What follows belongs to an exercise in optimizing a design on an open flow for small area; a production flow would make more cautious choices. Function was checked by simulation only, so behaviour that the tests miss may differ from the original. Power is estimated from default activity; no workload was simulated.

==> flow/config.mk <==
export PLATFORM = sky130hd
export DESIGN_NAME = top
export DESIGN_NICKNAME = top
export VERILOG_FILES = /design/flow/design.v
export SDC_FILE = /design/flow/constraint.sdc
export NUM_CORES = 4
export LEC_CHECK = 0
export CAP_MARGIN = 20
export CORE_MARGIN = 2
export CORE_UTILIZATION = 40
export CTS_BUF_LIST = sky130_fd_sc_hd__clkbuf_8
export CTS_CLUSTER_DIAMETER = 60
export CTS_CLUSTER_SIZE = 20
export SLEW_MARGIN = 20
==> flow/constraint.sdc <==
create_clock -name core_clock -period 20.0 [get_ports {clk}]
set_input_delay 4.0000 -clock core_clock [delete_from_list [all_inputs] [get_ports {clk}]]
set_output_delay 4.0000 -clock core_clock [all_outputs]
set_load 0.01 [all_outputs]
==> flow/design.v <==
module top (
  input  logic clk,   
  input  logic reset_n_in,
  input  logic midi_in,
  output logic note_cv_p,
  output logic note_cv_n
);
  logic [3:0] rc;       
  logic       rn;       
  wire        rc_full = rc[3] & rc[1];
  always_ff @(posedge clk) begin
    if (~reset_n_in)
      rc <= 4'd0;
    else if (~rc_full)
      rc <= rc + 4'd1;
    rn   <= rc_full;
  end
  wire rn_u = reset_n_in & rc[3] & (rc[1] | rc[0]);    
  logic [2:0] rxb;
  always_ff @(posedge clk)
    rxb <= {rxb[1:0], midi_in};
  wire rxs = rxb[2];
  logic [9:0] t;        
  logic [4:0] b;        
  wire idle   = b[4] & b[2];
  wire tmatch = (t == 10'b0100011001);
  wire eor    = b[4] & b[1] & b[0];                                
  wire b18    = b[4] & b[1] & ~b[0];                               
  always_ff @(posedge clk) begin
    if (idle | tmatch)
      t <= 10'd0;
    else
      t <= {t[8:0], ~(t[9] ^ t[6])};
  end
  always_ff @(posedge clk) begin
    if (~rn_u | eor)
      b <= 5'd20;
    else if (idle)
      b <= rxs ? 5'd20 : 5'd0;
    else if (tmatch)
      b <= b + 5'd1;
  end
  logic [7:0] sr;
  wire shift = tmatch & ~b[0] & ~b18;
  wire ok = rn_u & tmatch & b18 & rxs;    
  logic       on;
  logic [1:0] len;
  logic [6:0] n;
  wire is_data = ~sr[7];
  wire is_stat = sr[7] & ~&sr[6:4];
  wire is_note = ~sr[6] & ~sr[5];
  wire other   = &len;
  wire [1:0] nlen = is_stat ? {~is_note, ~is_note} :
                    (is_data & ~other) ? ((len == 2'd2) ? 2'd1 : len + 2'd1) : len;
  wire ev    = (nlen == 2'd2);
  wire is_on = on & (|sr[6:0]);
  always_ff @(posedge clk) begin
    if (~rn)
      len <= 2'd3;
    else if (ok) begin
      if (is_stat)
        on <= sr[4];
      len <= nlen;
    end
  end
  always_ff @(posedge clk)
    if (ok & (nlen == 2'd1))
      n <= sr[6:0];
  logic [3:0]  ph;
  logic [15:0][10:0] ring;          
  logic        full;                
  logic        empty;               
  wire [6:0] hn = ring[15][10:4];
  wire [3:0] hd = ring[15][3:0];
  wire act    = (hd != 4'hf) | full;
  wire neq    = (hn == n);
  wire nmatch = act & neq;
  wire second = act & (hd == 4'd1);
  wire age14  = act & (hd == 4'd14);
  localparam logic [2:0] S_IDLE = 3'd0, S_ARM = 3'd1, S_F = 3'd2, S_R1 = 3'd3,
                         S_R2 = 3'd4, S_WT = 3'd5, S_P2 = 3'd6;
  logic [2:0] st;
  logic [3:0] tm;
  logic       op;                   
  logic       held;                 
  logic       nw;                   
  logic       s2;                   
  logic       s14;                  
  logic [6:0] o2;                   
  wire  [3:0] a1 = sr[3:0];
  wire  [3:0] q  = sr[3:0];
  wire  [3:0] a2 = sr[7:4];
  wire ph15  = &ph;
  wire tend  = &tm;
  wire scan  = (st == S_ARM) | ((st == S_F) & ~tend);
  wire go    = op ? (~held & ~full) : held;
  wire adv = (st == S_IDLE) ? (ok & ev) :
             ((st == S_ARM) | (st == S_F) | (st == S_R1) | (st == S_R2)) ? tend : ph15;
  always_ff @(posedge clk) begin
    if (~rn | (adv & ((st == S_P2) | ((st == S_WT) & ~go))))
      st <= S_IDLE;
    else if (adv)
      st <= st + 3'd1;
  end
  always_ff @(posedge clk) begin
    if (st == S_IDLE)
      tm <= 4'd13;
    else if (tend & ((st == S_F) | (st == S_R1)))
      tm <= (st == S_F) ? ~a1 : (~a2 & {4{s2}});    
    else
      tm <= tm + 4'd1;
  end
  wire p2     = (st == S_P2);
  wire ins_w  = p2 & op & ~act & ~held;
  wire del_c  = p2 & ~op & nmatch;
  wire del_d  = p2 & ~op & act & (nw ? (hd != 4'd0) : (hd > q));
  wire inc    = p2 & op & act;
  always_ff @(posedge clk) begin
    if (ok)
      op <= is_on;
    if (st == S_IDLE) begin
      held <= 1'b0;
      nw   <= 1'b0;
      s2   <= 1'b0;
      s14  <= 1'b0;
    end
    else if (scan) begin
      held <= held | nmatch;
      nw   <= nw | (nmatch & (hd == 4'd0));
      s2   <= s2 | second;
      s14  <= s14 | age14;
      if (second)
        o2 <= hn;
    end
    else if (ins_w)
      held <= 1'b1;
  end
  always_ff @(posedge clk) begin
    if (st == S_IDLE) begin
      if (shift)
        sr <= {rxs, sr[7:1]};
    end
    else if (scan) begin
      if (nmatch)
        sr[3:0] <= (hd == 4'd0) ? ph : hd;
      if (second)
        sr[7:4] <= ph;
    end
  end
  always_ff @(posedge clk) begin
    if (~rn) begin
      full  <= 1'b0;
      empty <= 1'b1;
    end
    else if (p2 & ph15) begin
      full  <= op & s14;
      empty <= 1'b0;      
    end
  end
  logic [3:0] nd;
  always_comb begin
    if (ins_w)
      nd = 4'd0;
    else if (empty | del_c)
      nd = 4'hf;
    else if (inc)
      nd = hd + 4'd1;
    else if (del_d)
      nd = hd - 4'd1;
    else
      nd = hd;
  end
  always_ff @(posedge clk) begin
    ph <= rn ? ph + 4'd1 : 4'd0;
    ring <= {ring[14:0], {ins_w ? n : hn, nd}};
  end
  wire fire = ((st == S_F) & (tm == 4'd6) & op & ~full) | ((st == S_R2) & tend & ~op & nw);
  wire [6:0] src = ((st == S_F) | ~s2) ? n : o2;    
  wire ge60 = src[6] | (&src[5:2]);
  logic [5:0] w;
  always_ff @(posedge clk) begin
    if (~rn)
      w <= 6'd0;
    else if (fire)
      w <= {src[5:3] | {3{ge60}}, src[2] & ~ge60, src[1:0] | {2{ge60}}};
  end
  logic [5:0] dc;
  wire        dm  = (dc == 6'b001001);
  wire        den = (dc == 6'd0);
  always_ff @(posedge clk) begin
    if (~rn | dm)
      dc <= 6'd0;
    else
      dc <= {dc[4:0], ~(dc[5] ^ dc[4])};
  end
  logic [5:0] dse;
  wire  [6:0] add = {1'b0, w} + {1'b0, dse};
  always_ff @(posedge clk) begin
    if (~rn)
      dse <= 6'd0;
    else if (den)
      dse <= add[5:0];
    note_cv_p <= add[6];
  end
  assign note_cv_n = ~note_cv_p;
endmodule
==> flow/flow/run.sh <==
#!/bin/bash
set -euo pipefail
export CTS_ARGS="-sink_clustering_enable -repair_clock_nets -dont_use_dummy_load -buf_list sky130_fd_sc_hd__clkbuf_8 -sink_clustering_size 18 -sink_clustering_max_diameter 60"
bash standard.sh > standard.log 2>&1
==> flow/standard.sh <==
#!/bin/bash
# synth_recipe.tcl (not shown) runs the flow's synth.tcl, then flattens the netlist and writes it again
# the make line also repeats each setting of config.mk as NAME=value (left out here)
make -C /OpenROAD-flow-scripts/flow DESIGN_CONFIG=/design/flow/config.mk WORK_HOME=/design/flow/orfs CLKGATE_MAP_FILE= SYNTH_SCRIPT=/design/flow/synth_recipe.tcl "${@:-finish}"
==> metrics.yaml, run 1 <==
worst_setup_path:
  startpoint_type: "primary input"
  timing.critical_path.slowest_stage_cell: "sky130_fd_sc_hd__clkdlybuf4s50_1"
  worst-endpoint-arrival_ps: 5830
  rr_startpoint: "rc[0]$_SDFFE_PN0N_"
  worst_path_maximum_fanout: 7
  path_buf_inv: 1
  critical_path.max_stage_delay_ps: 530
  path_delay_family: "simple AND/OR/NAND/NOR gates"
  worst_r2r_path_depth: 6
  rrSetupSlack_ps: 17620
  critPathRequiredTime_ps: 20150
  worstReg2RegEnd: "n[2]$_DFFE_PP_"
  setup.worst_path.class: "primary input to flop"
  crit_path_cell_trace: "clkdlybuf4s50_1, nand3b_1, nor4_4, nand3_1, nor2_1"
  timing.critical_path.to_type: "flop"
synth:
  complex_gate_fraction_of_the_synthesized_area: 0.0672
  post_synth_num_cell_types: 57
  ys_seq_elements: 261
  fraction_of_the_mapped_netlist_area_in_simple_logic_gates: 0.108
  yosys-mux-area-fraction: 0.0313
  synth_xor_xnor_area_share: 0.0236
  postSynthCellCount: 620
  yosysWarnings: 1
  synthTopCellsByArea: "sky130_fd_sc_hd__dfxtp_1 (61%), sky130_fd_sc_hd__edfxtp_1 (9.3%), sky130_fd_sc_hd__ha_1 (4.2%)"
  synthesis.area_per_instance_um2: 12.6
  synth-adder-area-share: 0.0444
  post-synth-top-area-cell: "sky130_fd_sc_hd__dfxtp_1"
  netlist_area_um2: 7780
  post-synth-top-area-fraction: 0.609
  synth-seq-area-share: 0.702
  synth_enable_flop_cells: 24
  mappedNetlistNets: 650
  dominant_combinational_cell_family_by_area_after_synthesis: "simple AND/OR/NAND/NOR gates"
  yosys_most_used_dff: "sky130_fd_sc_hd__dfxtp_1"
  ys_async_sr_fraction: 0
clocking:
  postCtsSetupBuffers: 0
  ctsHtreeMaxLevel: 1
  cts_tree: "built"
  clk_pin_slew_worst_paths_ps: 100
  cts-resized-gates: 0
  cts.sink_count: 261
  cts_made_buffers: 19
  clock_path_buffers: 3
  clk_root_buffer_cell: "sky130_fd_sc_hd__clkbuf_8"
  cts_hold_buffers: 0
  clk_latency_ps: 500
power:
  clockPowerShare: 0.302
  p_leak_uw: 0.00332
  p_int_uw: 614
  switching_power_uw: 146
  combPwrFrac: 0.003
  power.sequential.fraction: 0.695
  power_density_nw_per_um2: 90.6
  vdd.ir_drop.worst_mv: 0.0423
  power_switching_share: 0.192
finish:
  nNetsFinal: 662
  layout_common_cells: "sky130_fd_sc_hd__dfxtp_1 (237), sky130_fd_sc_hd__nand2_1 (38), sky130_fd_sc_hd__nor2_1 (36), sky130_fd_sc_hd__inv_1 (32), sky130_fd_sc_hd__ha_1 (26)"
  mostFrequentLayoutCell: "sky130_fd_sc_hd__dfxtp_1"
  diodes: 0
  area.growth.synth_to_final_pct: 7.65
  drive_above_1_share: 0.0810
worst_hold_path:
  min-delay-start: "ring[112]$_DFF_P_"
  timing.hold.worst.class: "flop to flop"
  whs_endpoint: "ring[123]$_DFF_P_"
  hold_path_depth: 0
grt:
  globalRouteTotalUtil: 0.121
  antenna_found_initial: 0
  grt_max_degree: 19
  wire_length_of_the_first_global_routing_pass_um: 20100
  gr-total-overflow: 0
  first_global_vias: 4190
timing:
  slew_headroom: 0.304
  rsz0062_at_grt: "false"
  final-max-slew-violation-count: 0
  period_share: 0.284
  timing_hold_violations_final: 0
  postLayoutSetupSlackWorst_ps: 14320
  timing.setup.tns_ps: 0
  setup_viol: 0
  timing.final.crit_period_ps: 5680
  worstMarginPinSlew_ps: 1040
  finClkSkew_ps: 38.1
  max_freq_mhz: 176
route:
  avgRoutedWirePerCell_um: 13.8
  detailedRoute.firstIterationViolations: 225
  drt-pass1-iter-count: 5
  route.detailed.drc: 0
  ant_nets: 0
  routed_wl_um: 12300
  avgViaCountPerCell: 4.73
  vias: 4235
run:
  max_cap_violations: 0
place:
  gp_routability_congestion: 0.880
  dp_hpwl_um: 8400
  placement.setup.worst_slack_ps: 13800
  placement.io_buffers: 4
floorplan:
  boundaryPins: 5
  die_x_um: 144
  floorplan.die.height_um: 144
  core_footprint_um2: 19300
  fp.dieArea_um2: 20600
  initial_core_util: 0.404
  row_count: 51
status:
  result_of_the_run: "finished clean"
-- stage by stage --
stage	utilization	power, uW	instances	cell area (um^2)	hold WS, ps
floorplan	-	541	620	7780	310
global placement	0.421	542	876	8120	310
detailed placement	0.421	542	876	8120	312
CTS	0.435	771	895	8380	321
global route	0.435	788	895	8380	332
finish	0.435	760	895	8380	321
-- state kept, by name, summed over array words and instances, names as in the netlist, 2 cells and up --
register,flops
ph,4
t,10
st,3
w,6
len,2
b,5
n,7
dc,6
dse,6
rxb,3
sr,8
rc,4
tm,4
ring,176
o2,7
-- how the worst max path moves through the flow --
stage | startpoint | to | slack (ps) | depth (start not counted)
floorplan | reset_n_in | n[0]$_DFFE_PP_ | 14630 | 4
global placement | reset_n_in | n[0]$_DFFE_PP_ | 13860 | 5
detailed placement | reset_n_in | n[2]$_DFFE_PP_ | 13800 | 5
CTS | reset_n_in | n[2]$_DFFE_PP_ | 14360 | 5
global route | reset_n_in | n[5]$_DFFE_PP_ | 14180 | 5
finish | reset_n_in | n[2]$_DFFE_PP_ | 14320 | 5
-- per-layer routing --
layer  track usage  up-vias  share of wire  wire length [um]
met5             0        -              0                 0
met2         0.199       83           0.46              5620
li1              -     2109              -                 -
met1         0.155     2013           0.47              5820
met3        0.0260       30          0.040               494
met4        0.0470        0          0.033               412
-- power groups by stage --
stage / clock network [uW] / registers [uW] / logic (uW)
global route: 257 / 528 / 3.00
finish: 230 / 528 / 2.48
detailed placement: 0 / 540 / 2.50
floorplan: 0 / 539 / 1.71
CTS: 241 / 528 / 2.53
global placement: 0 / 540 / 2.29
-- worst reg2reg max path: cells and delay by family (launching register included) --
kind	cells	cell delay (ps)
flops	1	420
simple gates	4	1350
buf+inv	1	70
fa+ha+maj	1	190
-- kinds of logic after synthesis --
family / after synthesis
compound gates: 85
fa+ha+maj: 27
mux: 23
buf+inv: 47
xor+xnor: 21
flops: 261
simple gates: 156
-- synthesized netlist by cell type (all sizes together), types with 2 or more instances --
cell type / n
dfxtp: 237
nand2: 40
nor2: 36
inv: 32
ha: 26
a21oi: 24
edfxtp: 24
o21ai: 24
nand3: 15
xnor2: 15
clkbuf: 14
mux2i: 12
mux2: 11
a31oi: 10
and2: 10
and3: 8
nand4: 7
nand2b: 6
nor2b: 6
nor3: 6
xor2: 6
a211oi: 5
nor4: 5
o211ai: 5
a21o: 3
and2b: 3
nor3b: 3
a41oi: 2
and4: 2
nand3b: 2
nand4b: 2
o31ai: 2
-- area by class of cell --
cell class / instances / area, um^2
fillers: 1779 / 10900
flip-flops and latches: 261 / 5470
multi-input cells: 312 / 2150
well taps: 265 / 332
clock buffers: 19 / 262
inverters: 32 / 120
repair buffers: 6 / 55.1
==> inputs of run 2 (changes only) <==
==> flow/flow/run.sh (replaced) <==
#!/bin/bash
set -euo pipefail
export CTS_ARGS="-sink_clustering_enable -repair_clock_nets -dont_use_dummy_load -buf_list sky130_fd_sc_hd__clkbuf_8 -root_buf sky130_fd_sc_hd__clkbuf_4 -tree_buf sky130_fd_sc_hd__clkbuf_4 -sink_clustering_buffer sky130_fd_sc_hd__clkbuf_8 -sink_clustering_size 18 -sink_clustering_max_diameter 60"
bash standard.sh > standard.log 2>&1
==> run 2 against run 1 <==
  * Worst setup slack gained 100 ps
  * Total power fell by 1.0%
  * Highest routed layer unchanged
  * Final cell count up 0.22%
  * Still clean
  * Sequential cell count unchanged
  * Critical path type unchanged
  * First-iteration DRC count fell by 2.2%
  * Maximum frequency is 1.9% higher
  * Worst hold slack hardly changed
  * Clock-buffer cell count did not move
  * Sequential share of layout area grew 0.11 points
==> metrics.yaml, run 2 <==
finish:
  max_flop_register: "ring"
  mostFrequentLayoutCell: "sky130_fd_sc_hd__dfxtp_1"
  drive_above_1_share: 0.0810  # unchanged
  area.growth.synth_to_final_pct: 7.47
  reg_top3: "ring (176), t (10), sr (8)"
  nFillCells: 1775  # -0.22%
  nNetsFinal: 662  # unchanged
  multiInputGateArea_um2: 2150  # unchanged
  final_core_util: 0.434  # -0.000715
  layout_common_cells: "sky130_fd_sc_hd__dfxtp_1 (237), sky130_fd_sc_hd__nand2_1 (38), sky130_fd_sc_hd__nor2_1 (36), sky130_fd_sc_hd__inv_1 (32), sky130_fd_sc_hd__ha_1 (26)"
  flip_flop_count_of_the_largest_register_all_copies_and_words_added: 176  # unchanged
  register_area_um2: 5470  # unchanged
floorplan:
  core_footprint_um2: 19300  # unchanged
  initial_core_util: 0.404  # unchanged
  row_count: 51  # unchanged
  die_x_um: 144  # unchanged
  floorplan.die.height_um: 144  # unchanged
  boundaryPins: 5  # unchanged
  fp.dieArea_um2: 20600  # unchanged
clocking:
  clk_root_buffer_cell: "sky130_fd_sc_hd__clkbuf_4"
  cts_hold_buffers: 0  # unchanged
  cts_tree: "built"
  cts.sink_count: 261  # unchanged
  clock_path_buffers: 3  # unchanged
  clk_latency_ps: 610  # +110 ps
  clk_pin_slew_worst_paths_ps: 100  # about the same
  postCtsSetupBuffers: 0  # unchanged
  cts_made_buffers: 19  # unchanged
  cts-resized-gates: 0  # unchanged
  ctsHtreeMaxLevel: 1  # unchanged
place:
  placement.io_buffers: 4  # unchanged
  gp_routability_congestion: 0.880  # unchanged
  dp_hpwl_um: 8400  # unchanged
  placement.setup.worst_slack_ps: 13800  # unchanged
timing:
  final-max-slew-violation-count: 0  # unchanged
  postLayoutSetupSlackWorst_ps: 14420  # +104 ps
  slew_headroom: 0.308  # +0.00344
  period_share: 0.279  # -0.00521
  setup_viol: 0  # unchanged
  rsz0062_at_grt: "false"
  worstMarginPinSlew_ps: 1030  # -5.13 ps
  finClkSkew_ps: 44.7  # +6.57 ps
  timing.final.crit_period_ps: 5580  # -104 ps
  max_freq_mhz: 179  # +1.9%
  timing_hold_violations_final: 0  # unchanged
  timing.setup.tns_ps: 0  # unchanged
synth:
  ys_async_sr_fraction: 0  # unchanged
  synthesis.area_per_instance_um2: 12.6  # unchanged
  netlist_area_um2: 7780  # unchanged
  post-synth-top-area-fraction: 0.609  # unchanged
  ys_seq_elements: 261  # unchanged
  yosysWarnings: 1  # unchanged
  post_synth_num_cell_types: 57  # unchanged
  mappedNetlistNets: 650  # unchanged
  synth-seq-area-share: 0.702  # unchanged
  most_common_cell_in_the_synthesized_netlist: "sky130_fd_sc_hd__dfxtp_1"
  postSynthCellCount: 620  # unchanged
  synth_enable_flop_cells: 24  # unchanged
  post-synth-top-area-cell: "sky130_fd_sc_hd__dfxtp_1"
  synthTopCellsByArea: "sky130_fd_sc_hd__dfxtp_1 (61%), sky130_fd_sc_hd__edfxtp_1 (9.3%), sky130_fd_sc_hd__ha_1 (4.2%)"
  yosys_most_used_dff: "sky130_fd_sc_hd__dfxtp_1"
  yosys-top-cells-count: "sky130_fd_sc_hd__dfxtp_1 (237), sky130_fd_sc_hd__nand2_1 (38), sky130_fd_sc_hd__nor2_1 (36), sky130_fd_sc_hd__inv_1 (32), sky130_fd_sc_hd__ha_1 (26)"
power:
  clockPowerShare: 0.295  # -0.007
  p_leak_uw: 0.00331  # -0.23%
  combPwrFrac: 0.003  # about the same
  vdd.ir_drop.worst_mv: 0.0424  # +0.28%
  power.sequential.fraction: 0.702  # +0.007
  finalPower_uw: 752  # -1.0%
  switching_power_uw: 145  # -0.25%
  power_switching_share: 0.193  # +0.00151
  p_int_uw: 607  # -1.2%
  power_density_nw_per_um2: 89.9  # -0.87%
grt:
  wire_length_of_the_first_global_routing_pass_um: 20100  # -0.10%
  first_global_vias: 4171  # -0.45%
  gr-total-overflow: 0  # unchanged
  antenna_found_initial: 1  # +1
  globalRouteTotalUtil: 0.121  # +0.000285
  grt_max_degree: 19  # unchanged
route:
  avgViaCountPerCell: 4.72  # -0.18%
  ant_nets: 0  # unchanged
  drt-pass1-iter-count: 6  # +1
  routed_wl_um: 12300  # -0.27%
  avgRoutedWirePerCell_um: 13.7  # -0.49%
  vias: 4237  # +0.047%
  route.detailed.drc: 0  # unchanged
  detailedRoute.firstIterationViolations: 220  # -2.2%
worst_setup_path:
  worst_r2r_path_depth: 6  # unchanged
  worstReg2RegEnd: "n[1]$_DFFE_PP_"
  worst_path_maximum_fanout: 7  # unchanged
  setup.worst_path.class: "primary input to flop"
  rrSetupSlack_ps: 17620  # about the same
  timing.critical_path.to_type: "flop"
  startpoint_type: "primary input"
  worst-endpoint-arrival_ps: 5830  # about the same
  critPathRequiredTime_ps: 20250  # +100 ps
  setup.worst_path.start: "reset_n_in"
  rr_startpoint: "rc[0]$_SDFFE_PN0N_"
worst_hold_path:
  min-delay-start: "ring[112]$_DFF_P_"
  whs_endpoint: "ring[123]$_DFF_P_"
  timing.hold.worst.class: "flop to flop"
  hold_path_depth: 0  # unchanged
run:
  max_cap_violations: 0  # unchanged
status:
  result_of_the_run: "finished clean"
[run 2: cell counts after synthesis]
No cell type changed its count.
[run 2: worst max path at each step]
stage	to	slack, ps	cells after the start
floorplan	n[0]$_DFFE_PP_	14630	4
global placement	n[0]$_DFFE_PP_	13860	5
detailed placement	n[2]$_DFFE_PP_	13800	5
CTS	note_cv_n	14450	2
global route	n[0]$_DFFE_PP_	14300	5
finish	n[1]$_DFFE_PP_	14420	5
[run 2: critical path: stages]
cell	delay, ps
sky130_fd_sc_hd__clkdlybuf4s50_1	530
sky130_fd_sc_hd__nand3b_1	170
sky130_fd_sc_hd__nor4_4	450
sky130_fd_sc_hd__nand3_1	150
sky130_fd_sc_hd__nor2_1	510
[run 2: per-layer routing]
metal | GRT usage | part of all wire
met5 | 0 | 0
met2 | 0.199 | 0.45
met1 | 0.155 | 0.48
met3 | 0.0247 | 0.035
met4 | 0.0516 | 0.034
[run 2: per-stage QoR]
step / area, um^2 / cells / hold slack (ps)
3_3_place_gp: 8120 / 876 / 310
6_report: 8370 / 897 / 321
4_1_cts: 8360 / 895 / 321
5_1_grt: 8370 / 897 / 332
2_1_floorplan: 7780 / 620 / 310
3_5_place_dp: 8120 / 876 / 312
[run 2: logic make-up (layout without fill, tap and decap cells)]
family,count (synthesis),after routing,synth area share
and+or+nand+nor,156,156,0.108
muxes,23,23,0.0313
adders and majority gates,27,27,0.0444
buffers and inverters,47,57,0.0230
xor gates and xnor gates,21,21,0.0236
AOI/OAI and AO/OA,85,85,0.0672
other,0,2,0
DFF,261,261,0.702
[run 2: final cells by class]
type | count | area share
flip-flops and latches | 261 | 0.653
multi-input cells | 312 | 0.257
well taps | 265 | 0.0396
clock buffers | 19 | 0.0290
inverters | 32 | 0.0144
repair buffers | 6 | 0.00658
diodes | 2 | 0.000598
[run 2: power groups by stage]
| stage | registers [uW] | logic (uW) | clock network, uW |
|---|---|---|---|
| 2_1_floorplan | 539 | 1.71 | 0 |
| 3_3_place_gp | 540 | 2.29 | 0 |
| 3_5_place_dp | 540 | 2.50 | 0 |
| 4_1_cts | 528 | 2.53 | 233 |
| 5_1_grt | 528 | 3.00 | 249 |
| 6_report | 528 | 2.48 | 222 |
==> inputs of run 3 (changes only) <==
==> flow/flow/run.sh (replaced) <==
#!/bin/bash
set -euo pipefail
export CTS_ARGS="-sink_clustering_enable -repair_clock_nets -dont_use_dummy_load -buf_list sky130_fd_sc_hd__clkbuf_8 -root_buf sky130_fd_sc_hd__clkbuf_4 -tree_buf sky130_fd_sc_hd__clkbuf_4 -sink_clustering_buffer sky130_fd_sc_hd__clkbuf_8 -sink_clustering_size 18 -sink_clustering_max_diameter 60"
export BUFFER_PORTS_ARGS="-buffer_cell sky130_fd_sc_hd__buf_1"
bash standard.sh > standard.log 2>&1
==> run 3 against run 2 <==
  * Still clean
  * Total power hardly changed
  * Sequential cell count unchanged
  * Clock power hardly changed
  * Worst hold slack worse by 3.5 ps
  * Non-clock buffer count rose by 1
  * Synthesized cell count unchanged
  * Final area is 0.21% lower
  * Clock skew is 15 ps lower
  * Area after synthesis did not move
  * Sequential power about the same
  * Critical path type unchanged
  * Critical endpoint is now n[6]$_DFFE_PP_
  * Largest power group unchanged
==> metrics.yaml, run 3 <==
status:
  result_of_the_run: "finished clean"
grt:
  wire_length_of_the_first_global_routing_pass_um: 20500  # +1.9%
  globalRouteTotalUtil: 0.124  # +0.00242
  highest_utilization_routing_layer_at_the_global_route_stage: "met2"
  antenna_found_initial: 1  # unchanged
  first_global_vias: 4198  # +0.65%
  gr-total-overflow: 0  # unchanged
  grt_max_degree: 19  # unchanged
  fraction_of_met1_tracks_used_by_global_routing: 0.170  # +0.0151
  groute.layer.met2.usage: 0.193  # -0.00602
  global_route.usage.met3: 0.0223  # -0.00233
worst_hold_path:
  whs_endpoint: "ring[134]$_DFF_P_"
  timing.hold.worst.class: "flop to flop"
  min-delay-start: "ring[123]$_DFF_P_"
  hold_path_depth: 0  # unchanged
worst_setup_path:
  setup.worst_path.class: "primary input to flop"
  crit_path_cell_trace: "buf_1, nand3b_1, nor4_4, nand3_1, nor2_1"
  worstSetupPathDepth: 5  # unchanged
  rr_startpoint: "rc[0]$_SDFFE_PN0N_"
  path_delay_family: "simple AND/OR/NAND/NOR gates"
  worst_r2r_path_depth: 6  # unchanged
  critPathRequiredTime_ps: 20250  # about the same
  rrSetupSlack_ps: 17610  # about the same
  worst-endpoint-arrival_ps: 5470  # -360 ps
  critical_path.max_stage_delay_ps: 500  # -30 ps
  path_buf_inv: 1  # unchanged
  worstReg2RegEnd: "n[6]$_DFFE_PP_"
  timing.critical_path.to_type: "flop"
  timing.critical_path.slowest_stage_cell: "sky130_fd_sc_hd__nor4_4"
  startpoint_type: "primary input"
  worst_path_maximum_fanout: 7  # unchanged
synth:
  postSynthCellCount: 620  # unchanged
  ys_seq_elements: 261  # unchanged
  post_synth_num_cell_types: 57  # unchanged
  yosys-top-cells-count: "sky130_fd_sc_hd__dfxtp_1 (237), sky130_fd_sc_hd__nand2_1 (38), sky130_fd_sc_hd__nor2_1 (36), sky130_fd_sc_hd__inv_1 (32), sky130_fd_sc_hd__ha_1 (26)"
  synth_enable_flop_cells: 24  # unchanged
  ys_async_sr_fraction: 0  # unchanged
  mappedNetlistNets: 650  # unchanged
  most_common_cell_in_the_synthesized_netlist: "sky130_fd_sc_hd__dfxtp_1"
  synthTopCellsByArea: "sky130_fd_sc_hd__dfxtp_1 (61%), sky130_fd_sc_hd__edfxtp_1 (9.3%), sky130_fd_sc_hd__ha_1 (4.2%)"
  post-synth-top-area-cell: "sky130_fd_sc_hd__dfxtp_1"
  synthesis.area_per_instance_um2: 12.6  # unchanged
  yosysWarnings: 1  # unchanged
  yosys_most_used_dff: "sky130_fd_sc_hd__dfxtp_1"
  netlist_area_um2: 7780  # unchanged
  post-synth-top-area-fraction: 0.609  # unchanged
  synth-seq-area-share: 0.702  # unchanged
power:
  finalPower_uw: 752  # about the same
  power_density_nw_per_um2: 90.1  # +0.30%
  p_int_uw: 606  # about the same
  combPwrFrac: 0.003  # about the same
  p_leak_uw: 0.00331  # -0.20%
  switching_power_uw: 146  # +0.62%
  power_switching_share: 0.194  # +0.00103
  vdd.ir_drop.worst_mv: 0.0380  # -10%
  clockPowerShare: 0.296  # about the same
  power.sequential.fraction: 0.701  # about the same
floorplan:
  boundaryPins: 5  # unchanged
  floorplan.die.height_um: 144  # unchanged
  initial_core_util: 0.404  # unchanged
  row_count: 51  # unchanged
  fp.dieArea_um2: 20600  # unchanged
  core_footprint_um2: 19300  # unchanged
  die_x_um: 144  # unchanged
timing:
  worstMarginPinSlew_ps: 654  # -381 ps
  timing_hold_violations_final: 0  # unchanged
  timing.setup.tns_ps: 0  # unchanged
  finalHoldWorstSlack_ps: 318  # -3.48 ps
  timing.final.crit_period_ps: 5220  # -361 ps
  finClkSkew_ps: 29.6  # -15.1 ps
  max_freq_mhz: 192  # +6.9%
  setup_viol: 0  # unchanged
  period_share: 0.261  # -0.0180
  slew_headroom: 0.564  # +0.256
  final-max-slew-violation-count: 0  # unchanged
  rsz0062_at_grt: "false"
clocking:
  clk_pin_slew_worst_paths_ps: 100  # about the same
  cts_made_buffers: 19  # unchanged
  clock_path_buffers: 3  # unchanged
  postCtsSetupBuffers: 0  # unchanged
  cts-resized-gates: 0  # unchanged
  clk_root_buffer_cell: "sky130_fd_sc_hd__clkbuf_4"
  cts.sink_count: 261  # unchanged
  ctsHtreeMaxLevel: 1  # unchanged
  cts_hold_buffers: 0  # unchanged
  clk_latency_ps: 610  # about the same
  cts_tree: "built"
route:
  avgViaCountPerCell: 4.74  # +0.43%
  ant_nets: 0  # unchanged
  detailedRoute.firstIterationViolations: 210  # -4.5%
  drt-pass1-iter-count: 5  # -1
  routed_wl_um: 12300  # +0.24%
  avgRoutedWirePerCell_um: 13.7  # +0.13%
  vias: 4260  # +0.54%
  route.detailed.drc: 0  # unchanged
place:
  gp_routability_congestion: 0.831  # -5.5%
  placed_cells_incl_taps: 877  # +0.11%
  placement.io_buffers: 4  # unchanged
  dp_hpwl_um: 8330  # -0.82%
finish:
  area.growth.synth_to_final_pct: 7.25
  mostFrequentLayoutCell: "sky130_fd_sc_hd__dfxtp_1"
  flip_flop_count_of_the_largest_register_all_copies_and_words_added: 176  # unchanged
  reg_top3: "ring (176), t (10), sr (8)"
  finalNonFillerCells: 898  # +0.11%
  drive_above_1_share: 0.0824  # +0.00146
  max_flop_register: "ring"
  layout_common_cells: "sky130_fd_sc_hd__dfxtp_1 (237), sky130_fd_sc_hd__nand2_1 (38), sky130_fd_sc_hd__nor2_1 (36), sky130_fd_sc_hd__inv_1 (32), sky130_fd_sc_hd__ha_1 (26)"
  final_core_util: 0.433  # -0.000909
  nNetsFinal: 663  # +0.15%
  nFillCells: 1801  # +1.5%
run:
  max_cap_violations: 0  # unchanged
## run 3: cell counts after synthesis
No cell type changed its count.
## run 3: area by class of cell
type	instances	area [um^2]	share of cell area
flip-flops and latches	261	5470	0.655
well taps	265	332	0.0397
inverters	32	120	0.0144
multi-input cells	312	2150	0.257
diodes	2	5.00	0.000599
clock buffers	19	243	0.0291
repair buffers	7	37.5	0.00450
## run 3: how the worst max path moves through the flow
stage / from / endpoint
6_report: reset_n_in / n[6]$_DFFE_PP_
5_1_grt: reset_n_in / n[6]$_DFFE_PP_
4_1_cts: reset_n_in / n[6]$_DFFE_PP_
3_5_place_dp: reset_n_in / n[2]$_DFFE_PP_
3_3_place_gp: reset_n_in / n[0]$_DFFE_PP_
2_1_floorplan: reset_n_in / n[0]$_DFFE_PP_
## run 3: routing by layer
layer | up-vias | wire length (um)
li1 | 2117 | -
met2 | 88 | 5330
met4 | 0 | 391
met3 | 31 | 550
met5 | - | 0
met1 | 2024 | 6060
## run 3: worst register-to-register path, cell delays in order (launching register included)
cell	delay (ps)
sky130_fd_sc_hd__dfxtp_1	410
sky130_fd_sc_hd__inv_1	60
sky130_fd_sc_hd__ha_1	190
sky130_fd_sc_hd__nand3b_1	220
sky130_fd_sc_hd__nor4_4	500
sky130_fd_sc_hd__nand3_1	190
sky130_fd_sc_hd__nor2_1	480
## run 3: cells by family after synthesis
logic type	Yosys count	synth area share
compound gates	85	0.0672
xor+xnor	21	0.0236
fa+ha+maj	27	0.0444
buf+inv	47	0.0230
flops	261	0.702
mux	23	0.0313
simple gates	156	0.108
## run 3: stage by stage
step                setup slack, ps  instance area (um^2)
floorplan                     14630                  7780
global placement              14270                  8100
detailed placement            14150                  8100
CTS                           14810                  8340
global route                  14680                  8350
finish                        14780                  8350
## run 3: power groups by stage
stage          combinational, uW  clock (uW)  sequential, uW
6_report                    2.24         223             528
4_1_cts                     2.34         234             528
5_1_grt                     2.70         253             528
3_3_place_gp                2.06           0             540
2_1_floorplan               1.71           0             539
3_5_place_dp                2.32           0             540
==> inputs of run 4 (changes only) <==
==> flow/config.mk (replaced) <==
export PLATFORM = sky130hd
export DESIGN_NAME = top
export DESIGN_NICKNAME = top
export VERILOG_FILES = /design/flow/design.v
export SDC_FILE = /design/flow/constraint.sdc
export NUM_CORES = 4
export LEC_CHECK = 0
export CAP_MARGIN = 0
export CORE_MARGIN = 2
export CORE_UTILIZATION = 40
export GPL_TIMING_DRIVEN = 0
export SLEW_MARGIN = 0
==> run 4 against run 3 <==
  * Area after synthesis unchanged
  * Clock skew increased by 10 ps
  * Sequential power about the same
  * Worst hold slack improved by 4.2 ps
  * Maximum frequency decreased by 1.8%
  * Wire length increased by 1.2%
  * Final cell count increased by 1.2%
  * Sequential cell count unchanged
  * Final area increased by 0.33%
  * Sequential share of layout area decreased by 0.22 points
  * Highest routed layer unchanged
  * Register-to-register slack got worse by 110 ps
  * Critical path type unchanged
  * Worst setup slack got worse by 94 ps
==> metrics.yaml, run 4 <==
worst_setup_path:
  timing.critical_path.slowest_stage_cell: "sky130_fd_sc_hd__nor2_1"
  timing.critical_path.to_type: "flop"
  crit_path_cell_trace: "buf_1, nand3b_1, nor4_4, nand3_1, nor2_1"
  worst_path_maximum_fanout: 7  # unchanged
  setup.worst_path.start: "reset_n_in"
  startpoint_type: "primary input"
  rrSetupSlack_ps: 17500  # -110 ps
  rr_startpoint: "rc[0]$_SDFFE_PN0N_"
  critPathRequiredTime_ps: 20250  # about the same
  critical_path.max_stage_delay_ps: 570  # +70 ps
  worst-endpoint-arrival_ps: 5560  # +90 ps
  setup.worst_path.class: "primary input to flop"
synth:
  post-synth-top-area-cell: "sky130_fd_sc_hd__dfxtp_1"
  postSynthCellCount: 620  # unchanged
  post-synth-top-area-fraction: 0.609  # unchanged
  synth-seq-area-share: 0.702  # unchanged
  most_common_cell_in_the_synthesized_netlist: "sky130_fd_sc_hd__dfxtp_1"
  ys_seq_elements: 261  # unchanged
  post_synth_num_cell_types: 57  # unchanged
  synthesis.area_per_instance_um2: 12.6  # unchanged
  synth_enable_flop_cells: 24  # unchanged
  yosys_most_used_dff: "sky130_fd_sc_hd__dfxtp_1"
  netlist_area_um2: 7780  # unchanged
  mappedNetlistNets: 650  # unchanged
  yosysWarnings: 1  # unchanged
  yosys-top-cells-count: "sky130_fd_sc_hd__dfxtp_1 (237), sky130_fd_sc_hd__nand2_1 (38), sky130_fd_sc_hd__nor2_1 (36), sky130_fd_sc_hd__inv_1 (32), sky130_fd_sc_hd__ha_1 (26)"
  synthTopCellsByArea: "sky130_fd_sc_hd__dfxtp_1 (61%), sky130_fd_sc_hd__edfxtp_1 (9.3%), sky130_fd_sc_hd__ha_1 (4.2%)"
  ys_async_sr_fraction: 0  # unchanged
status:
  result_of_the_run: "finished clean"
power:
  vdd.ir_drop.worst_mv: 0.0620  # +63%
  power_density_nw_per_um2: 90.0  # -0.13%
  p_leak_uw: 0.00332  # +0.27%
timing:
  timing.setup.tns_ps: 0  # unchanged
  rsz0062_at_grt: "false"
  worstMarginPinSlew_ps: 703  # +49.2 ps
  period_share: 0.266  # +0.00471
  slew_headroom: 0.525  # -0.0384
  setup_viol: 0  # unchanged
  max_freq_mhz: 188  # -1.8%
  timing_hold_violations_final: 0  # unchanged
  timing.final.crit_period_ps: 5310  # +94.3 ps
  finClkSkew_ps: 39.9  # +10.3 ps
  final-max-slew-violation-count: 0  # unchanged
place:
  placed_cells_incl_taps: 889  # +1.4%
  placed_inst_area_um2: 8130  # +0.37%
  placement.io_buffers: 4  # unchanged
  gp_routability_congestion: 0.850  # +2.2%
  dp_hpwl_um: 8570  # +2.8%
clocking:
  clk_pin_slew_worst_paths_ps: 110  # about the same
  cts_tree: "built"
  cts_made_buffers: 19  # unchanged
  cts_hold_buffers: 0  # unchanged
  ctsHtreeMaxLevel: 1  # unchanged
  cts-resized-gates: 0  # unchanged
  cts.sink_count: 261  # unchanged
  postCtsSetupBuffers: 0  # unchanged
  clock_path_buffers: 3  # unchanged
  clk_root_buffer_cell: "sky130_fd_sc_hd__clkbuf_4"
  clk_latency_ps: 630  # +20 ps
finish:
  mostFrequentLayoutCell: "sky130_fd_sc_hd__dfxtp_1"
  area.growth.synth_to_final_pct: 7.60
  finalNonFillerCells: 909  # +1.2%
  max_flop_register: "ring"
  layout.cell_area.non_filler_um2: 8380  # +0.33%
  layout_common_cells: "sky130_fd_sc_hd__dfxtp_1 (237), sky130_fd_sc_hd__nand2_1 (38), sky130_fd_sc_hd__nor2_1 (36), sky130_fd_sc_hd__inv_1 (32), sky130_fd_sc_hd__ha_1 (26)"
  nFillCells: 1834  # +1.8%
  nNetsFinal: 675  # +1.8%
  drive_above_1_share: 0.0778  # -0.00465
  flip_flop_count_of_the_largest_register_all_copies_and_words_added: 176  # unchanged
  reg_top3: "ring (176), t (10), sr (8)"
grt:
  wire_length_of_the_first_global_routing_pass_um: 20600  # +0.81%
  grt_max_degree: 19  # unchanged
  antenna_found_initial: 1  # unchanged
  globalRouteTotalUtil: 0.124  # +0.000400
  first_global_vias: 4311  # +2.7%
  gr-total-overflow: 0  # unchanged
worst_hold_path:
  timing.hold.worst.class: "flop to flop"
  min-delay-start: "ring[132]$_DFF_P_"
route:
  avgRoutedWirePerCell_um: 13.7  # about the same
  ant_nets: 0  # unchanged
  drt-pass1-iter-count: 7  # +2
  avgViaCountPerCell: 4.77  # +0.60%
  detailedRoute.firstIterationViolations: 206  # -1.9%
  routed_wl_um: 12500  # +1.2%
  route.detailed.drc: 0  # unchanged
  vias: 4338  # +1.8%
run:
  max_cap_violations: 0  # unchanged
floorplan:
  fp.dieArea_um2: 20600  # unchanged
  die_x_um: 144  # unchanged
  core_footprint_um2: 19300  # unchanged
  row_count: 51  # unchanged
  boundaryPins: 5  # unchanged
  floorplan.die.height_um: 144  # unchanged
  initial_core_util: 0.404  # unchanged
[run 4: cell counts after synthesis]
No cell type changed its count.
[run 4: final timing paths]
path	end	depth (start not counted)
worst min register to register	ring[143]$_DFF_P_	0
worst min-delay path	ring[143]$_DFF_P_	0
worst max-delay path	n[3]$_DFFE_PP_	5
worst max register to register	n[3]$_DFFE_PP_	6
[run 4: where the power goes]
part	switching, uW	total (uW)	internal, uW
Combinational	1.00	2.28	1.28
Sequential	0.689	528	527
Clock	146	224	78.2
[run 4: critical path, delay by kind of cell]
| family | cells | cell delay, ps |
|---|---|---|
| buffers and inverters | 1 | 160 |
| and+or+nand+nor | 4 | 1400 |
[run 4: cell families (layout without fill, tap and decap cells)]
family,after synthesis,after routing,synth area share
compound gates,85,85,0.0672
xor+xnor,21,21,0.0236
fa+ha+maj,27,27,0.0444
buf+inv,47,70,0.0230
flops,261,261,0.702
mux,23,23,0.0313
other cells,0,1,0
simple gates,156,156,0.108
[run 4: layout make-up]
class	instances	area, um^2	area share
multi-input cells	312	2140	0.256
repair buffers	4	15.0	0.00179
diodes	1	2.50	0.000299
flip-flops and latches	261	5470	0.652
clock buffers	19	243	0.0290
well taps	265	332	0.0396
plain buffers	15	58.8	0.00702
inverters	32	120	0.0143
[run 4: metrics by stage]
stage	hold WS (ps)	utilization	setup slack [ps]	power, uW
final	322	0.435	14690	754
after global routing	325	0.435	14590	787
after CTS	323	0.435	14720	766
after detailed placement	312	0.422	14040	542
after global placement	310	0.422	14090	542
after floorplan	310	-	14630	541
[run 4: layer usage]
metal	vias up	routed length, um	track usage
met3	23	527	0.0270
met2	66	5860	0.211
li1	2149	-	-
met5	-	0	0
met4	0	343	0.0423
met1	2100	5750	0.157
==> inputs of run 5 (changes only) <==
--- a/flow/flow/run.sh
+++ b/flow/flow/run.sh
@@ -1,3 +1,18 @@
 #!/bin/bash
+# The standard layout (standard.sh, synth_recipe.tcl, ORFS) with three changes:
+#  * synthesis maps the logic with an area-oriented ABC script
+#    (flow/abc_area_map.script: strash; dch -f; amap) in place of ORFS's
+#    speed script; everything else in the synthesis, and so every register,
+#    is as in the standard synthesis;
+#  * clock tree synthesis without dummy loads, with clkbuf_8 leaf clusters of
+#    at most 18 sinks and clkbuf_4 root and tree buffers;
+#  * ports are buffered with buf_1.
+# The whole make output goes to standard.log; ORFS keeps each step's log
+# under orfs/logs.
 set -euo pipefail
+here=$(pwd)
+rm -rf "$here/scripts_area"
+cp -r "$FLOW_HOME/scripts" "$here/scripts_area"
+cp "$here/flow/abc_area_map.script" "$here/scripts_area/abc_speed.script"
+export SCRIPTS_DIR="$here/scripts_area"
 export CTS_ARGS="-sink_clustering_enable -repair_clock_nets -dont_use_dummy_load -buf_list sky130_fd_sc_hd__clkbuf_8 -root_buf sky130_fd_sc_hd__clkbuf_4 -tree_buf sky130_fd_sc_hd__clkbuf_4 -sink_clustering_buffer sky130_fd_sc_hd__clkbuf_8 -sink_clustering_size 18 -sink_clustering_max_diameter 60"
==> flow/flow/abc_area_map.script (new file) <==
strash
dch -f
amap
--- a/flow/config.mk
+++ b/flow/config.mk
@@ -7,3 +7,3 @@
 export LEC_CHECK = 0
-export CAP_MARGIN = 0
+export CAP_MARGIN = 20
 export CORE_MARGIN = 2
@@ -11,2 +11,2 @@
 export GPL_TIMING_DRIVEN = 0
-export SLEW_MARGIN = 0
+export SLEW_MARGIN = 20
==> run 5 against run 4 <==
  * Worst setup slack worse by 260 ps
  * Critical path depth up 5
  * Clock skew up 28 ps
  * Sequential cell count stayed put
  * Synthesized cell count up 0.48%
  * Register-to-register slack worse by 1100 ps
  * Wire length shrank 3.8%
  * Largest power group unchanged
==> metrics.yaml, run 5 <==
grt:
  grt_max_degree: 19  # unchanged
  gr-total-overflow: 0  # unchanged
  highest_utilization_routing_layer_at_the_global_route_stage: "met2"
  antenna_found_initial: 0  # -1
  wire_length_of_the_first_global_routing_pass_um: 20900  # +1.3%
  global_route.usage.met3: 0.0272  # +0.000183
  groute.layer.met2.usage: 0.217  # +0.00693
  globalRouteTotalUtil: 0.128  # +0.00391
  fraction_of_met1_tracks_used_by_global_routing: 0.163  # +0.00604
  first_global_vias: 4483  # +4.0%
floorplan:
  floorplan.die.height_um: 141  # -1.8%
  die_x_um: 141  # -1.8%
  row_count: 50  # -2.0%
  boundaryPins: 5  # unchanged
  core_footprint_um2: 18600  # -3.6%
  initial_core_util: 0.404  # about the same
  fp.dieArea_um2: 19900  # -3.5%
finish:
  drive_above_1_share: 0.0356  # -0.0422
  nNetsFinal: 678  # +0.44%
  flip_flop_count_of_the_largest_register_all_copies_and_words_added: 176  # unchanged
  final_core_util: 0.434  # about the same
  area.growth.synth_to_final_pct: 7.59  # about the same
  reg_top3: "ring (176), t (10), sr (8)"
  multiInputGateArea_um2: 1750  # -18%
  register_area_um2: 5470  # unchanged
  layout_common_cells: "sky130_fd_sc_hd__dfxtp_1 (237), sky130_fd_sc_hd__clkinv_1 (82), sky130_fd_sc_hd__nor2_1 (68), sky130_fd_sc_hd__a21oi_1 (30), sky130_fd_sc_hd__ha_1 (26)"
  nFillCells: 1696  # -7.5%
  finalNonFillerCells: 880  # -3.2%
  max_flop_register: "ring"
  diodes: 0  # -1
  mostFrequentLayoutCell: "sky130_fd_sc_hd__dfxtp_1"
route:
  avgRoutedWirePerCell_um: 13.6  # -0.66%
  vias: 4281  # -1.3%
  ant_nets: 0  # unchanged
  routed_wl_um: 12000  # -3.8%
  route.detailed.drc: 0  # unchanged
  drt-pass1-iter-count: 4  # -3
  avgViaCountPerCell: 4.86  # +1.9%
  detailedRoute.firstIterationViolations: 207  # +0.49%
power:
  p_int_uw: 606  # about the same
  power_density_nw_per_um2: 93.0  # +3.3%
  vdd.ir_drop.worst_mv: 0.0579  # -6.6%
  clockPowerShare: 0.294  # -0.003
  switching_power_uw: 145  # -1.9%
  combPwrFrac: 0.003  # about the same
  power.sequential.fraction: 0.703  # +0.003
  p_leak_uw: 0.00289  # -13%
  power_switching_share: 0.193  # -0.00292
clocking:
  clk_root_buffer_cell: "sky130_fd_sc_hd__clkbuf_4"
  clock_path_buffers: 3  # unchanged
  clk_latency_ps: 640  # about the same
  cts_made_buffers: 19  # unchanged
  clk_pin_slew_worst_paths_ps: 110  # about the same
  cts.sink_count: 261  # unchanged
  cts_hold_buffers: 0  # unchanged
  cts_tree: "built"
  postCtsSetupBuffers: 0  # unchanged
  cts-resized-gates: 0  # unchanged
  ctsHtreeMaxLevel: 1  # unchanged
synth:
  ys_async_sr_fraction: 0  # unchanged
  post-synth-top-area-fraction: 0.632  # +0.0230
  post_synth_num_cell_types: 38  # -33%
  synthesis.area_per_instance_um2: 12.0  # -4.1%
  ys_seq_elements: 261  # unchanged
  yosysWarnings: 1  # unchanged
  synth-seq-area-share: 0.728  # +0.0265
  netlist_area_um2: 7500  # -3.6%
  yosys_most_used_dff: "sky130_fd_sc_hd__dfxtp_1"
  yosys-top-cells-count: "sky130_fd_sc_hd__dfxtp_1 (237), sky130_fd_sc_hd__clkinv_1 (82), sky130_fd_sc_hd__nor2_1 (69), sky130_fd_sc_hd__a21oi_1 (30), sky130_fd_sc_hd__ha_1 (26)"
  post-synth-top-area-cell: "sky130_fd_sc_hd__dfxtp_1"
  mappedNetlistNets: 653  # +0.46%
  synthTopCellsByArea: "sky130_fd_sc_hd__dfxtp_1 (63%), sky130_fd_sc_hd__edfxtp_1 (9.6%), sky130_fd_sc_hd__ha_1 (4.3%)"
  most_common_cell_in_the_synthesized_netlist: "sky130_fd_sc_hd__dfxtp_1"
  postSynthCellCount: 623  # +0.48%
  synth_enable_flop_cells: 24  # unchanged
place:
  placed_cells_incl_taps: 861  # -3.1%
  placement.setup.worst_slack_ps: 13820  # -221 ps
  dp_hpwl_um: 8270  # -3.6%
  placement.io_buffers: 4  # unchanged
  gp_routability_congestion: 0.815  # -4.1%
timing:
  timing.final.crit_period_ps: 5580  # +263 ps
  worstMarginPinSlew_ps: 1010  # +311 ps
  timing_hold_violations_final: 0  # unchanged
  finClkSkew_ps: 67.9  # +28.0 ps
  slew_headroom: 0.315  # -0.210
  timing.setup.tns_ps: 0  # unchanged
  postLayoutSetupSlackWorst_ps: 14420  # -263 ps
  rsz0062_at_grt: "false"
  finalHoldWorstSlack_ps: 295  # -27.0 ps
  max_freq_mhz: 179  # -4.7%
  period_share: 0.279  # +0.0132
  final-max-slew-violation-count: 0  # unchanged
  setup_viol: 0  # unchanged
worst_setup_path:
  worst-endpoint-arrival_ps: 6030  # +470 ps
  setup.worst_path.class: "primary input to flop"
  worst_path_maximum_fanout: 6  # -1
  startpoint_type: "primary input"
  timing.critical_path.to_type: "flop"
  critPathRequiredTime_ps: 20460  # +210 ps
run:
  max_cap_violations: 0  # unchanged
status:
  result_of_the_run: "finished clean"
worst_hold_path:
  timing.hold.worst.class: "flop to flop"
==> run 5: cell count changes after synthesis, sizes merged, moves of 11 or more <==
cell	previous run	this run
a22oi	0	13
clkbuf	14	0
clkinv	0	82
inv	32	0
mux2	11	0
mux2i	12	0
nand2	40	16
nor2	36	69
o22ai	1	22
xnor2	15	0
==> run 5: metal layers <==
| layer | wire length [um] | share of wire |
|---|---|---|
| met5 | 0 | 0 |
| met4 | 325 | 0.027 |
| met3 | 391 | 0.033 |
| met2 | 5680 | 0.47 |
| met1 | 5610 | 0.47 |
==> run 5: critical path: stages <==
cell and delay, ps:
sky130_fd_sc_hd__buf_1 70, sky130_fd_sc_hd__clkinv_1 130, sky130_fd_sc_hd__nor3_1 410, sky130_fd_sc_hd__nand3_1 130, sky130_fd_sc_hd__nor2_1 400, sky130_fd_sc_hd__nand2_1 140, sky130_fd_sc_hd__nor3_1 180, sky130_fd_sc_hd__a21oi_1 140
sky130_fd_sc_hd__o21ai_0 350, sky130_fd_sc_hd__nor2_1 80
==> run 5: power groups by stage <==
stage | Clock [uW] | Sequential, uW | Combinational, uW
after detailed placement | 0 | 540 | 2.17
after floorplan | 0 | 539 | 1.47
after global placement | 0 | 540 | 1.77
after global routing | 254 | 528 | 2.53
after CTS | 234 | 528 | 2.19
final | 221 | 527 | 2.12
==> run 5: per-stage QoR <==
step / total power (uW) / cell area, um^2
2_1_floorplan: 541 / 7500
3_3_place_gp: 541 / 7810
3_5_place_dp: 542 / 7820
4_1_cts: 764 / 8070
5_1_grt: 784 / 8070
6_report: 751 / 8070
==> run 5: worst paths after layout <==
check	startpoint	to	slack, ps	depth (start not counted)
hold reg to reg	ring[158]$_DFF_P_	ring[169]$_DFF_P_	290	0
setup reg to reg	st[0]$_SDFFE_PP0P_	w[1]$_SDFFE_PN0P_	16350	11
setup / recovery	reset_n_in	st[2]$_SDFFE_PP0P_	14420	10
hold / removal	ring[158]$_DFF_P_	ring[169]$_DFF_P_	290	0
==> run 5: logic make-up (layout without fill, tap and decap cells) <==
logic type	count (synthesis)	after routing	synth area share
AOI/OAI and AO/OA	123	123	0.108
adders and majority gates	27	27	0.0460
buffers and inverters	82	105	0.0410
DFF	261	261	0.728
and+or+nand+nor	130	130	0.0769
==> run 5: cell type report <==
type                            instances  area share
Sequential cell                       261       0.677
Timing Repair Buffer                    4     0.00186
Inverter                               82      0.0381
Tap cell                              234      0.0363
Multi-Input combinational cell        280       0.217
Clock buffer                           19      0.0301
==> inputs of run 6 (changes only) <==
--- a/flow/config.mk
+++ b/flow/config.mk
@@ -10,3 +10,2 @@
 export CORE_UTILIZATION = 40
-export GPL_TIMING_DRIVEN = 0
 export SLEW_MARGIN = 20
==> run 6 against run 5 <==
  * Critical path type unchanged
  * Worst setup slack improved by 260 ps
  * Largest cell class unchanged
  * Sequential power about the same
  * Final area increased by 0.12%
  * Core utilization increased by 0.054 points
==> metrics.yaml, run 6 <==
clocking:
  cts-resized-gates: 0  # unchanged
  clk_latency_ps: 640  # about the same
  cts_hold_buffers: 0  # unchanged
  clock_path_buffers: 3  # unchanged
  cts.sink_count: 261  # unchanged
  clk_pin_slew_worst_paths_ps: 110  # about the same
  postCtsSetupBuffers: 0  # unchanged
  clk_root_buffer_cell: "sky130_fd_sc_hd__clkbuf_4"
  cts_made_buffers: 19  # unchanged
  cts_tree: "built"
  ctsHtreeMaxLevel: 1  # unchanged
run:
  max_cap_violations: 0  # unchanged
timing:
  rsz0062_at_grt: "false"
  timing_hold_violations_final: 0  # unchanged
  worstMarginPinSlew_ps: 975  # -39.0 ps
  slew_headroom: 0.344  # +0.0288
  setup_viol: 0  # unchanged
  max_freq_mhz: 188  # +4.8%
  finClkSkew_ps: 77.6  # +9.67 ps
  timing.final.crit_period_ps: 5320  # -258 ps
  period_share: 0.266  # -0.0129
  finalHoldWorstSlack_ps: 289  # -5.54 ps
  timing.setup.tns_ps: 0  # unchanged
  final-max-slew-violation-count: 0  # unchanged
power:
  power_switching_share: 0.194  # +0.00132
  vdd.ir_drop.worst_mv: 0.0537  # -7.2%
  power.sequential.fraction: 0.702  # about the same
  p_int_uw: 606  # about the same
  switching_power_uw: 146  # +0.86%
  finalPower_uw: 752  # +0.17%
  clockPowerShare: 0.296  # +0.002
  combPwrFrac: 0.003  # about the same
  p_leak_uw: 0.00290  # +0.48%
  power_density_nw_per_um2: 93.0  # about the same
synth:
  post-synth-top-area-fraction: 0.632  # unchanged
  netlist_area_um2: 7500  # unchanged
  ys_async_sr_fraction: 0  # unchanged
  synthesis.area_per_instance_um2: 12.0  # unchanged
  yosys_most_used_dff: "sky130_fd_sc_hd__dfxtp_1"
  synth-seq-area-share: 0.728  # unchanged
  synth_enable_flop_cells: 24  # unchanged
  postSynthCellCount: 623  # unchanged
  ys_seq_elements: 261  # unchanged
  yosys-top-cells-count: "sky130_fd_sc_hd__dfxtp_1 (237), sky130_fd_sc_hd__clkinv_1 (82), sky130_fd_sc_hd__nor2_1 (69), sky130_fd_sc_hd__a21oi_1 (30), sky130_fd_sc_hd__ha_1 (26)"
  post-synth-top-area-cell: "sky130_fd_sc_hd__dfxtp_1"
  mappedNetlistNets: 653  # unchanged
  most_common_cell_in_the_synthesized_netlist: "sky130_fd_sc_hd__dfxtp_1"
  yosysWarnings: 1  # unchanged
  post_synth_num_cell_types: 38  # unchanged
  synthTopCellsByArea: "sky130_fd_sc_hd__dfxtp_1 (63%), sky130_fd_sc_hd__edfxtp_1 (9.6%), sky130_fd_sc_hd__ha_1 (4.3%)"
worst_setup_path:
  startpoint_type: "primary input"
  worst-endpoint-arrival_ps: 5610  # -420 ps
  rrSetupSlack_ps: 16340  # about the same
  rr_startpoint: "st[0]$_SDFFE_PP0P_"
  setup.worst_path.class: "primary input to flop"
  worst_path_maximum_fanout: 7  # +1
  worst_r2r_path_depth: 11  # unchanged
  worstReg2RegEnd: "w[1]$_SDFFE_PN0P_"
  critPathRequiredTime_ps: 20290  # -170 ps
  timing.critical_path.to_type: "flop"
place:
  placement.io_buffers: 4  # unchanged
  dp_hpwl_um: 8090  # -2.1%
  gp_routability_congestion: 0.873  # +7.1%
  placed_inst_area_um2: 7830  # +0.13%
floorplan:
  core_footprint_um2: 18600  # unchanged
  floorplan.die.height_um: 141  # unchanged
  fp.dieArea_um2: 19900  # unchanged
  die_x_um: 141  # unchanged
  initial_core_util: 0.404  # unchanged
  boundaryPins: 5  # unchanged
  row_count: 50  # unchanged
grt:
  gr-total-overflow: 0  # unchanged
  globalRouteTotalUtil: 0.124  # -0.00412
  antenna_found_initial: 0  # unchanged
  fraction_of_met1_tracks_used_by_global_routing: 0.166  # +0.00372
  first_global_vias: 4184  # -6.7%
  wire_length_of_the_first_global_routing_pass_um: 20100  # -3.7%
  highest_utilization_routing_layer_at_the_global_route_stage: "met2"
  grt_max_degree: 19  # unchanged
  global_route.usage.met3: 0.0268  # -0.000340
  groute.layer.met2.usage: 0.201  # -0.0167
route:
  ant_nets: 0  # unchanged
  route.detailed.drc: 0  # unchanged
  detailedRoute.firstIterationViolations: 240  # +16%
  vias: 4278  # -0.070%
  avgRoutedWirePerCell_um: 13.4  # -1.5%
  routed_wl_um: 11900  # -1.2%
  drt-pass1-iter-count: 4  # unchanged
  avgViaCountPerCell: 4.84  # -0.41%
finish:
  nNetsFinal: 681  # +0.44%
  max_flop_register: "ring"
  layout.cell_area.non_filler_um2: 8080  # +0.12%
  layout_common_cells: "sky130_fd_sc_hd__dfxtp_1 (237), sky130_fd_sc_hd__clkinv_1 (82), sky130_fd_sc_hd__nor2_1 (69), sky130_fd_sc_hd__a21oi_1 (30), sky130_fd_sc_hd__ha_1 (26)"
  flip_flop_count_of_the_largest_register_all_copies_and_words_added: 176  # unchanged
  mostFrequentLayoutCell: "sky130_fd_sc_hd__dfxtp_1"
  area.growth.synth_to_final_pct: 7.72
  diodes: 0  # unchanged
  reg_top3: "ring (176), t (10), sr (8)"
  drive_above_1_share: 0.0354  # -0.000165
worst_hold_path:
  whs_endpoint: "ring[117]$_DFF_P_"
  timing.hold.worst.class: "flop to flop"
  min-delay-start: "ring[106]$_DFF_P_"
  hold_path_depth: 0  # unchanged
status:
  result_of_the_run: "finished clean"
## run 6: cell counts after synthesis
Identical to the previous run, type by type.
## run 6: power groups by stage
stage	logic [uW]	registers [uW]	clock network (uW)
floorplan	1.47	539	0
global placement	1.77	540	0
detailed placement	2.00	540	0
CTS	2.00	528	232
global route	2.28	528	252
finish	2.01	528	222
## run 6: logic make-up (layout without fill, tap and decap cells)
logic type | after synthesis | in the layout | synth area share
AO/OA/AOI/OAI | 123 | 123 | 0.108
adder cells (fa/ha/maj) | 27 | 27 | 0.0460
buffers and inverters | 82 | 108 | 0.0410
flip-flops | 261 | 261 | 0.728
AND/OR/NAND/NOR | 130 | 130 | 0.0769
## run 6: metrics by stage
| stage | util | setup slack (ps) | std cells |
|---|---|---|---|
| global route | 0.435 | 14390 | 883 |
| CTS | 0.435 | 14730 | 883 |
| detailed placement | 0.422 | 14030 | 864 |
| finish | 0.435 | 14680 | 883 |
| floorplan | - | 14470 | 623 |
| global placement | 0.422 | 14100 | 864 |
## run 6: cell type report
| cell class | count | area, um^2 |
|---|---|---|
| clock buffer | 19 | 243 |
| fill | 1670 | 10500 |
| inverter | 82 | 308 |
| multi-input combinational | 280 | 1740 |
| sequential | 261 | 5470 |
| tap | 234 | 293 |
| timing repair buffer | 7 | 37.5 |
## run 6: metal layers
layer	up-vias	part of all wire
li1	2184	-
met1	2015	0.49
met2	59	0.45
met3	20	0.030
met4	0	0.023
met5	-	0
## run 6: worst max path at each step
stage,from,to,slack (ps),depth (start not counted)
after detailed placement,reset_n_in,n[0]$_DFFE_PP_,14030,7
after floorplan,reset_n_in,st[0]$_SDFFE_PP0P_,14470,9
after global placement,reset_n_in,n[0]$_DFFE_PP_,14100,7
final,reset_n_in,n[0]$_DFFE_PP_,14680,7
after global routing,reset_n_in,st[1]$_SDFFE_PP0P_,14390,10
after CTS,reset_n_in,n[0]$_DFFE_PP_,14730,7
## run 6: critical path, cell delays in order
cell	delay, ps
sky130_fd_sc_hd__buf_1	70
sky130_fd_sc_hd__clkinv_1	120
sky130_fd_sc_hd__nor3_1	370
sky130_fd_sc_hd__nand3_1	120
sky130_fd_sc_hd__nor2_1	330
sky130_fd_sc_hd__nand2_1	120
sky130_fd_sc_hd__nor2_1	470
==> inputs of run 7 (changes only) <==
--- a/flow/config.mk
+++ b/flow/config.mk
@@ -9,3 +9,3 @@
 export CORE_MARGIN = 2
-export CORE_UTILIZATION = 40
+export CORE_UTILIZATION = 65
 export SLEW_MARGIN = 20
==> run 7 against run 6 <==
  * Clock-buffer cell count shrank 1
  * Via count is essentially flat
  * Area after synthesis is the same
  * Synthesized cell count is the same
  * Worst hold slack gained 16 ps
  * Die area shrank 38%
  * Highest routed layer unchanged
==> metrics.yaml, run 7 <==
power:
  power_density_nw_per_um2: 93.6  # +0.56%
  p_leak_uw: 0.00289  # -0.25%
  vdd.ir_drop.worst_mv: 0.0988  # +84%
timing:
  setup_viol: 0  # unchanged
  postLayoutSetupSlackWorst_ps: 14630  # -55.9 ps
  timing_hold_violations_final: 0  # unchanged
  final-max-slew-violation-count: 0  # unchanged
  timing.setup.tns_ps: 0  # unchanged
  timing.final.crit_period_ps: 5380  # +55.9 ps
  max_freq_mhz: 186  # -1.0%
  worstMarginPinSlew_ps: 986  # +10.3 ps
  finClkSkew_ps: 45.9  # -31.7 ps
  period_share: 0.269  # +0.00279
  slew_headroom: 0.337  # -0.00696
  rsz0062_at_grt: "false"
finish:
  layout_common_cells: "sky130_fd_sc_hd__dfxtp_1 (237), sky130_fd_sc_hd__clkinv_1 (82), sky130_fd_sc_hd__nor2_1 (69), sky130_fd_sc_hd__a21oi_1 (30), sky130_fd_sc_hd__ha_1 (26)"
  layout.cell_area.non_filler_um2: 7950  # -1.6%
  flip_flop_count_of_the_largest_register_all_copies_and_words_added: 176  # unchanged
  area.growth.synth_to_final_pct: 6.02
  reg_top3: "ring (176), t (10), sr (8)"
  max_flop_register: "ring"
  diodes: 0  # unchanged
  mostFrequentLayoutCell: "sky130_fd_sc_hd__dfxtp_1"
  nNetsFinal: 680  # -0.15%
  drive_above_1_share: 0.0340  # -0.00149
synth:
  mappedNetlistNets: 653  # unchanged
  netlist_area_um2: 7500  # unchanged
  synth-seq-area-share: 0.728  # unchanged
  ys_async_sr_fraction: 0  # unchanged
  postSynthCellCount: 623  # unchanged
  ys_seq_elements: 261  # unchanged
  yosysWarnings: 1  # unchanged
  yosys_most_used_dff: "sky130_fd_sc_hd__dfxtp_1"
  most_common_cell_in_the_synthesized_netlist: "sky130_fd_sc_hd__dfxtp_1"
  post-synth-top-area-fraction: 0.632  # unchanged
  post-synth-top-area-cell: "sky130_fd_sc_hd__dfxtp_1"
  post_synth_num_cell_types: 38  # unchanged
  synthesis.area_per_instance_um2: 12.0  # unchanged
  yosys-top-cells-count: "sky130_fd_sc_hd__dfxtp_1 (237), sky130_fd_sc_hd__clkinv_1 (82), sky130_fd_sc_hd__nor2_1 (69), sky130_fd_sc_hd__a21oi_1 (30), sky130_fd_sc_hd__ha_1 (26)"
  synth_enable_flop_cells: 24  # unchanged
  synthTopCellsByArea: "sky130_fd_sc_hd__dfxtp_1 (63%), sky130_fd_sc_hd__edfxtp_1 (9.6%), sky130_fd_sc_hd__ha_1 (4.3%)"
route:
  avgViaCountPerCell: 5.41  # +12%
  routed.top_layer: "met4"
  route.detailed.drc: 0  # unchanged
  met1_routed_length_um: 5480  # -6.2%
  wl_met3_um: 408  # +16%
  vias: 4280  # +0.047%
  avgRoutedWirePerCell_um: 14.5  # +8.0%
  ant_nets: 0  # unchanged
  detailedRoute.firstIterationViolations: 225  # -6.3%
  met2_wirelength_um: 5310  # -1.5%
  routed_wl_um: 11500  # -3.2%
  drt-pass1-iter-count: 5  # +1
grt:
  gr-total-overflow: 0  # unchanged
  grt_max_degree: 19  # unchanged
  first_global_vias: 4261  # +1.8%
  globalRouteTotalUtil: 0.192  # +0.0683
  antenna_found_initial: 0  # unchanged
  wire_length_of_the_first_global_routing_pass_um: 19800  # -1.9%
clocking:
  cts-resized-gates: 0  # unchanged
  cts.sink_count: 261  # unchanged
  cts_made_buffers: 18  # -1
  clk_pin_slew_worst_paths_ps: 100  # about the same
  clock_path_buffers: 3  # unchanged
  cts_tree: "built"
  clk_latency_ps: 600  # -40 ps
  cts_hold_buffers: 0  # unchanged
  postCtsSetupBuffers: 0  # unchanged
  clk_root_buffer_cell: "sky130_fd_sc_hd__clkbuf_4"
  ctsHtreeMaxLevel: 1  # unchanged
place:
  gp_routability_congestion: 0.879  # +0.69%
  placement.io_buffers: 4  # unchanged
  placement.setup.worst_slack_ps: 14010  # -20.7 ps
  placed_inst_area_um2: 7720  # -1.5%
  dp_hpwl_um: 7920  # -2.2%
worst_setup_path:
  worst-endpoint-arrival_ps: 5600  # about the same
  worst_path_maximum_fanout: 7  # unchanged
  critPathRequiredTime_ps: 20230  # -60 ps
  timing.critical_path.to_type: "flop"
  startpoint_type: "primary input"
  setup.worst_path.class: "primary input to flop"
run:
  max_cap_violations: 0  # unchanged
floorplan:
  boundaryPins: 5  # unchanged
  row_count: 39  # -22%
  fp.dieArea_um2: 12400  # -38%
  die_x_um: 111  # -21%
  initial_core_util: 0.663  # +0.259
  floorplan.die.height_um: 111  # -21%
  core_footprint_um2: 11300  # -39%
worst_hold_path:
  timing.hold.worst.class: "flop to flop"
status:
  result_of_the_run: "finished clean"
-- run 7: metal layers --
metal / up-vias / GRT usage
li1: 2176 / -
met1: 2007 / 0.268
met2: 75 / 0.317
met3: 22 / 0.0299
met4: 0 / 0.0535
met5: - / 0
-- run 7: path summary, 6_finish.rpt --
path | from | endpoint | slack (ps) | depth (start not counted)
min reg2reg | ring[128]$_DFF_P_ | ring[139]$_DFF_P_ | 300 | 0
max | reset_n_in | n[3]$_DFFE_PP_ | 14630 | 7
max reg2reg | st[1]$_SDFFE_PP0P_ | w[1]$_SDFFE_PN0P_ | 16590 | 10
min | ring[128]$_DFF_P_ | ring[139]$_DFF_P_ | 300 | 0
-- run 7: worst max-delay path, stage by stage --
cell and delay (ps):
sky130_fd_sc_hd__buf_1 70, sky130_fd_sc_hd__clkinv_1 130, sky130_fd_sc_hd__nor3_1 380, sky130_fd_sc_hd__nand3_1 120, sky130_fd_sc_hd__nor2_1 320, sky130_fd_sc_hd__nand2_1 120
sky130_fd_sc_hd__nor2_1 450
-- run 7: logic make-up (layout without fill, tap and decap cells) --
group / count (synthesis) / in the layout / synth area share
and+or+nand+nor: 130 / 130 / 0.0769
buffers and inverters: 82 / 107 / 0.0410
adders and majority gates: 27 / 27 / 0.0460
AOI/OAI and AO/OA: 123 / 123 / 0.108
DFF: 261 / 261 / 0.728
-- run 7: through the flow --
stage,power [uW],hold WS (ps),util,instances
after floorplan,541,310,-,623
after global placement,541,311,0.682,773
after detailed placement,542,312,0.682,773
after CTS,752,312,0.702,791
after global routing,771,319,0.703,791
final,744,305,0.703,791
-- run 7: cell type report --
type | instances | area, um^2
Sequential cell | 261 | 5470
Multi-Input combinational cell | 280 | 1740
Fill cell | 813 | 3370
Timing Repair Buffer | 7 | 37.5
Inverter | 82 | 308
Clock buffer | 18 | 229
Tap cell | 143 | 179
-- run 7: power breakdown --
group | switching (uW) | internal (uW)
registers | 0.706 | 527
clock network | 141 | 74.1
logic | 1.12 | 0.831
total | 143 | 602
